What follows belongs to an exercise in optimizing a design on an open flow for small area, a short achievable clock period and few clock cycles per item; a production flow would make more cautious choices. Where RTL was checked, it was by simulation tests only, not by an equivalence proof against the original. Power is estimated from default activity; no workload was simulated.

==> flow/design.v <==
module fpadd (
    clk, reset, start,
    a, b,
    sum,
    done,
    nan
);
    input clk, reset, start;
    input [31:0] a, b;
    output [31:0] sum;
    output done;
    output nan;
    wire        sa = a[31], sb = b[31];
    wire [7:0]  ea = a[30:23], eb = b[30:23];
    wire [22:0] fa = a[22:0], fb = b[22:0];
    wire fa_z = (fa == 23'd0);
    wire fb_z = (fb == 23'd0);
    wire ea_0 = (ea == 8'd0), eb_0 = (eb == 8'd0);
    wire ea_1 = (ea == 8'hff), eb_1 = (eb == 8'hff);
    wire za = ea_0 & fa_z, zb = eb_0 & fb_z;    
    wire ia = ea_1 & fa_z, ib = eb_1 & fb_z;    
    wire na = ea_1 & ~fa_z, nb = eb_1 & ~fb_z;  
    wire is_nan = na | nb;
    wire special = za | zb | ia | ib;
    wire pick_b = za | (~zb & ~ia);
    wire [8:0] dab = {1'b0, ea} - {1'b0, eb};
    wire [7:0] dba = eb - ea;
    wire       e_lt = dab[8];
    wire       e_eq = (ea == eb);
    wire [7:0] d = e_lt ? dba : dab[7:0];
    wire        swap = special ? pick_b : e_lt;
    wire [23:0] mx = swap ? {1'b1, fb} : {1'b1, fa};
    wire [23:0] my = swap ? {1'b1, fa} : {1'b1, fb};
    wire [7:0]  ex = swap ? eb : ea;
    wire        sub = (sa ^ sb) & ~special;
    wire        sx0 = swap ? sb : sa;
    wire kill = special | (d[7:5] != 3'd0);
    wire [23:0] ys = kill ? 24'd0 : (my >> d[4:0]);
    wire        neg = sub & e_eq & (fa < fb);
    wire        sx = sx0 ^ neg;
    wire        cpl = sub & ~neg;
    wire [23:0] xi = mx ^ {24{sub}};
    wire [23:0] p = xi ^ ys;
    wire [23:0] g = xi & ys;
    wire [23:0] pn = p ^ {24{cpl}};
    wire pg1_g = g[0] | (p[0] & neg);
    wire pg2_g = g[2] | (p[2] & g[1]);
    wire pg2_p = p[2] & p[1];
    wire pg3_g = g[4] | (p[4] & g[3]);
    wire pg3_p = p[4] & p[3];
    wire pg4_g = g[6] | (p[6] & g[5]);
    wire pg4_p = p[6] & p[5];
    wire pg5_g = g[8] | (p[8] & g[7]);
    wire pg5_p = p[8] & p[7];
    wire pg6_g = g[10] | (p[10] & g[9]);
    wire pg6_p = p[10] & p[9];
    wire pg7_g = g[12] | (p[12] & g[11]);
    wire pg7_p = p[12] & p[11];
    wire pg8_g = g[14] | (p[14] & g[13]);
    wire pg8_p = p[14] & p[13];
    wire pg9_g = g[16] | (p[16] & g[15]);
    wire pg9_p = p[16] & p[15];
    wire pg10_g = g[18] | (p[18] & g[17]);
    wire pg10_p = p[18] & p[17];
    wire pg11_g = g[20] | (p[20] & g[19]);
    wire pg11_p = p[20] & p[19];
    wire pg12_g = g[22] | (p[22] & g[21]);
    wire pg12_p = p[22] & p[21];
    wire pg13_g = g[1] | (p[1] & pg1_g);
    wire pg14_g = pg2_g | (pg2_p & pg1_g);
    wire pg15_g = g[5] | (p[5] & pg3_g);
    wire pg15_p = p[5] & pg3_p;
    wire pg16_g = pg4_g | (pg4_p & pg3_g);
    wire pg16_p = pg4_p & pg3_p;
    wire pg17_g = g[9] | (p[9] & pg5_g);
    wire pg17_p = p[9] & pg5_p;
    wire pg18_g = pg6_g | (pg6_p & pg5_g);
    wire pg18_p = pg6_p & pg5_p;
    wire pg19_g = g[13] | (p[13] & pg7_g);
    wire pg19_p = p[13] & pg7_p;
    wire pg20_g = pg8_g | (pg8_p & pg7_g);
    wire pg20_p = pg8_p & pg7_p;
    wire pg21_g = g[17] | (p[17] & pg9_g);
    wire pg21_p = p[17] & pg9_p;
    wire pg22_g = pg10_g | (pg10_p & pg9_g);
    wire pg22_p = pg10_p & pg9_p;
    wire pg23_g = g[21] | (p[21] & pg11_g);
    wire pg23_p = p[21] & pg11_p;
    wire pg24_g = pg12_g | (pg12_p & pg11_g);
    wire pg24_p = pg12_p & pg11_p;
    wire pg25_g = g[3] | (p[3] & pg14_g);
    wire pg26_g = pg3_g | (pg3_p & pg14_g);
    wire pg27_g = pg15_g | (pg15_p & pg14_g);
    wire pg28_g = pg16_g | (pg16_p & pg14_g);
    wire pg29_g = g[11] | (p[11] & pg18_g);
    wire pg29_p = p[11] & pg18_p;
    wire pg30_g = pg7_g | (pg7_p & pg18_g);
    wire pg30_p = pg7_p & pg18_p;
    wire pg31_g = pg19_g | (pg19_p & pg18_g);
    wire pg31_p = pg19_p & pg18_p;
    wire pg32_g = pg20_g | (pg20_p & pg18_g);
    wire pg32_p = pg20_p & pg18_p;
    wire pg33_g = g[19] | (p[19] & pg22_g);
    wire pg33_p = p[19] & pg22_p;
    wire pg34_g = pg11_g | (pg11_p & pg22_g);
    wire pg34_p = pg11_p & pg22_p;
    wire pg35_g = pg23_g | (pg23_p & pg22_g);
    wire pg35_p = pg23_p & pg22_p;
    wire pg36_g = pg24_g | (pg24_p & pg22_g);
    wire pg36_p = pg24_p & pg22_p;
    wire pg37_g = g[7] | (p[7] & pg28_g);
    wire pg38_g = pg5_g | (pg5_p & pg28_g);
    wire pg39_g = pg17_g | (pg17_p & pg28_g);
    wire pg40_g = pg18_g | (pg18_p & pg28_g);
    wire pg41_g = pg29_g | (pg29_p & pg28_g);
    wire pg42_g = pg30_g | (pg30_p & pg28_g);
    wire pg43_g = pg31_g | (pg31_p & pg28_g);
    wire pg44_g = pg32_g | (pg32_p & pg28_g);
    wire pg45_g = g[23] | (p[23] & pg36_g);
    wire pg45_p = p[23] & pg36_p;
    wire pg46_g = g[15] | (p[15] & pg44_g);
    wire pg47_g = pg9_g | (pg9_p & pg44_g);
    wire pg48_g = pg21_g | (pg21_p & pg44_g);
    wire pg49_g = pg22_g | (pg22_p & pg44_g);
    wire pg50_g = pg33_g | (pg33_p & pg44_g);
    wire pg51_g = pg34_g | (pg34_p & pg44_g);
    wire pg52_g = pg35_g | (pg35_p & pg44_g);
    wire pg53_g = pg36_g | (pg36_p & pg44_g);
    wire pg54_g = pg45_g | (pg45_p & pg44_g);
    wire [24:0] c = {pg54_g, pg53_g, pg52_g, pg51_g, pg50_g, pg49_g, pg48_g, pg47_g, pg46_g, pg44_g, pg43_g, pg42_g, pg41_g, pg40_g, pg39_g, pg38_g, pg37_g, pg28_g, pg27_g, pg26_g, pg25_g, pg14_g, pg13_g, pg1_g, neg};
    wire [24:0] r = {c[24] & ~sub, pn ^ c[23:0]};
    reg [24:0] r_q;
    reg [7:0]  e_q;      
    reg        s_q;
    reg        nan_q;
    reg        done_q;
    always @(posedge clk) begin
        if (start) begin
            r_q   <= r;
            e_q   <= ex + 8'd1;
            s_q   <= sx;
            nan_q <= is_nan;
        end
        if (reset)
            done_q <= 1'b0;
        else if (start)
            done_q <= 1'b1;
    end
    reg [4:0] lz;
    integer i;
    always @(*) begin
        lz = 5'd25;
        for (i = 0; i < 25; i = i + 1)
            if (r_q[i]) lz = 5'd24 - i;
    end
    wire [4:0]  k = nan_q ? 5'd24 : lz;
    wire [24:0] rn = r_q << k;
    wire        zero = ~rn[24] | nan_q;
    wire [7:0]  en = e_q - {3'd0, k};
    assign sum  = {{9{~zero}} & {s_q, en}, rn[23:1]};
    assign nan  = nan_q;
    assign done = done_q;
endmodule
clock: 13.0 ns
lec_check: 0
abc_area: 1
cap_margin: 20
core_margin: 2
core_utilization: 60
setup_slack_margin: 5
slew_margin: 20
standard.sh (not shown) runs the stock make flow with config.mk's settings and CLKGATE_MAP_FILE= SYNTH_SCRIPT=/design/flow/synth_recipe.tcl, a recipe that flattens the netlist after the stock synthesis.
==> flow/flow/run.sh <==
#!/bin/bash
# Standard layout with extra ORFS settings: BUFFER_PORTS_ARGS="-buffer_cell sky130_fd_sc_hd__buf_1"
set -euo pipefail
bash standard.sh BUFFER_PORTS_ARGS="-buffer_cell sky130_fd_sc_hd__buf_1" finish > standard_flow.log 2>&1
Then changed:
--- a/flow/design.v
+++ b/flow/design.v
@@ -35,16 +35,16 @@
     wire        sub = (sa ^ sb) & ~special;
     wire        sx0 = swap ? sb : sa;
     wire kill = special | (d[7:5] != 3'd0);
     wire [23:0] ys = kill ? 24'd0 : (my >> d[4:0]);
+    wire [23:0] yo = ys ^ {24{sub}};
+    wire [23:0] p = mx ^ yo;
+    wire [23:0] g = mx & yo;
     wire        neg = sub & e_eq & (fa < fb);
     wire        sx = sx0 ^ neg;
-    wire        cpl = sub & ~neg;
-    wire [23:0] xi = mx ^ {24{sub}};
-    wire [23:0] p = xi ^ ys;
-    wire [23:0] g = xi & ys;
-    wire [23:0] pn = p ^ {24{cpl}};
-    wire pg1_g = g[0] | (p[0] & neg);
+    wire        cin = sub & ~neg;
+    wire [23:0] pn = p ^ {24{neg}};
+    wire pg1_g = g[0] | (p[0] & cin);
     wire pg2_g = g[2] | (p[2] & g[1]);
     wire pg2_p = p[2] & p[1];
     wire pg3_g = g[4] | (p[4] & g[3]);
     wire pg3_p = p[4] & p[3];
@@ -126,9 +126,9 @@
     wire pg51_g = pg34_g | (pg34_p & pg44_g);
     wire pg52_g = pg35_g | (pg35_p & pg44_g);
     wire pg53_g = pg36_g | (pg36_p & pg44_g);
     wire pg54_g = pg45_g | (pg45_p & pg44_g);
-    wire [24:0] c = {pg54_g, pg53_g, pg52_g, pg51_g, pg50_g, pg49_g, pg48_g, pg47_g, pg46_g, pg44_g, pg43_g, pg42_g, pg41_g, pg40_g, pg39_g, pg38_g, pg37_g, pg28_g, pg27_g, pg26_g, pg25_g, pg14_g, pg13_g, pg1_g, neg};
+    wire [24:0] c = {pg54_g, pg53_g, pg52_g, pg51_g, pg50_g, pg49_g, pg48_g, pg47_g, pg46_g, pg44_g, pg43_g, pg42_g, pg41_g, pg40_g, pg39_g, pg38_g, pg37_g, pg28_g, pg27_g, pg26_g, pg25_g, pg14_g, pg13_g, pg1_g, cin};
     wire [24:0] r = {c[24] & ~sub, pn ^ c[23:0]};
     reg [24:0] r_q;
     reg [7:0]  e_q;      
     reg        s_q;
What happened:
- via count is lower by 1.1%
- non-clock buffer count is lower by 2
- combinational power is higher by 7.4%
- sequential share of layout area is higher by 0.19 points
- clock-buffer cell count is higher by 1
Testbench counts after the change, summed over its fixed seeds: cycles 48,000, items 24,000.
No functional check of the RTL was part of the first run of this note.

==> afterwards: timing with drivers on the ports <==
How much do the figures lean on ideal ports? The routed layouts below were timed once more, with nothing changed but the port constraints. Step 1 assumes that a clkbuf_16 drives the clock port and a buf_2 every other input. Step 2 also shifts input and output timing later by t, the mid clock arrival at the registers, as if the neighbouring blocks saw the same clock. Slacks: ideal / step 1 / step 2; pairs: ideal / step 1.
run	shift t [ns]	slack for setup (ns)	hold slack, ns	worst data-port slew with drivers (ns)
the first run	0.320	5.631 / 5.646 / 5.326	0.466 / 0.466 / 0.466	0.03
the second run	0.312	5.730 / 5.740 / 5.428	0.493 / 0.493 / 0.493	0.07
After both steps every run listed still meets setup and hold. The setup slack of the first run, which loses most, moves by +0.015 ns with the drivers and by -0.305 ns with both steps.
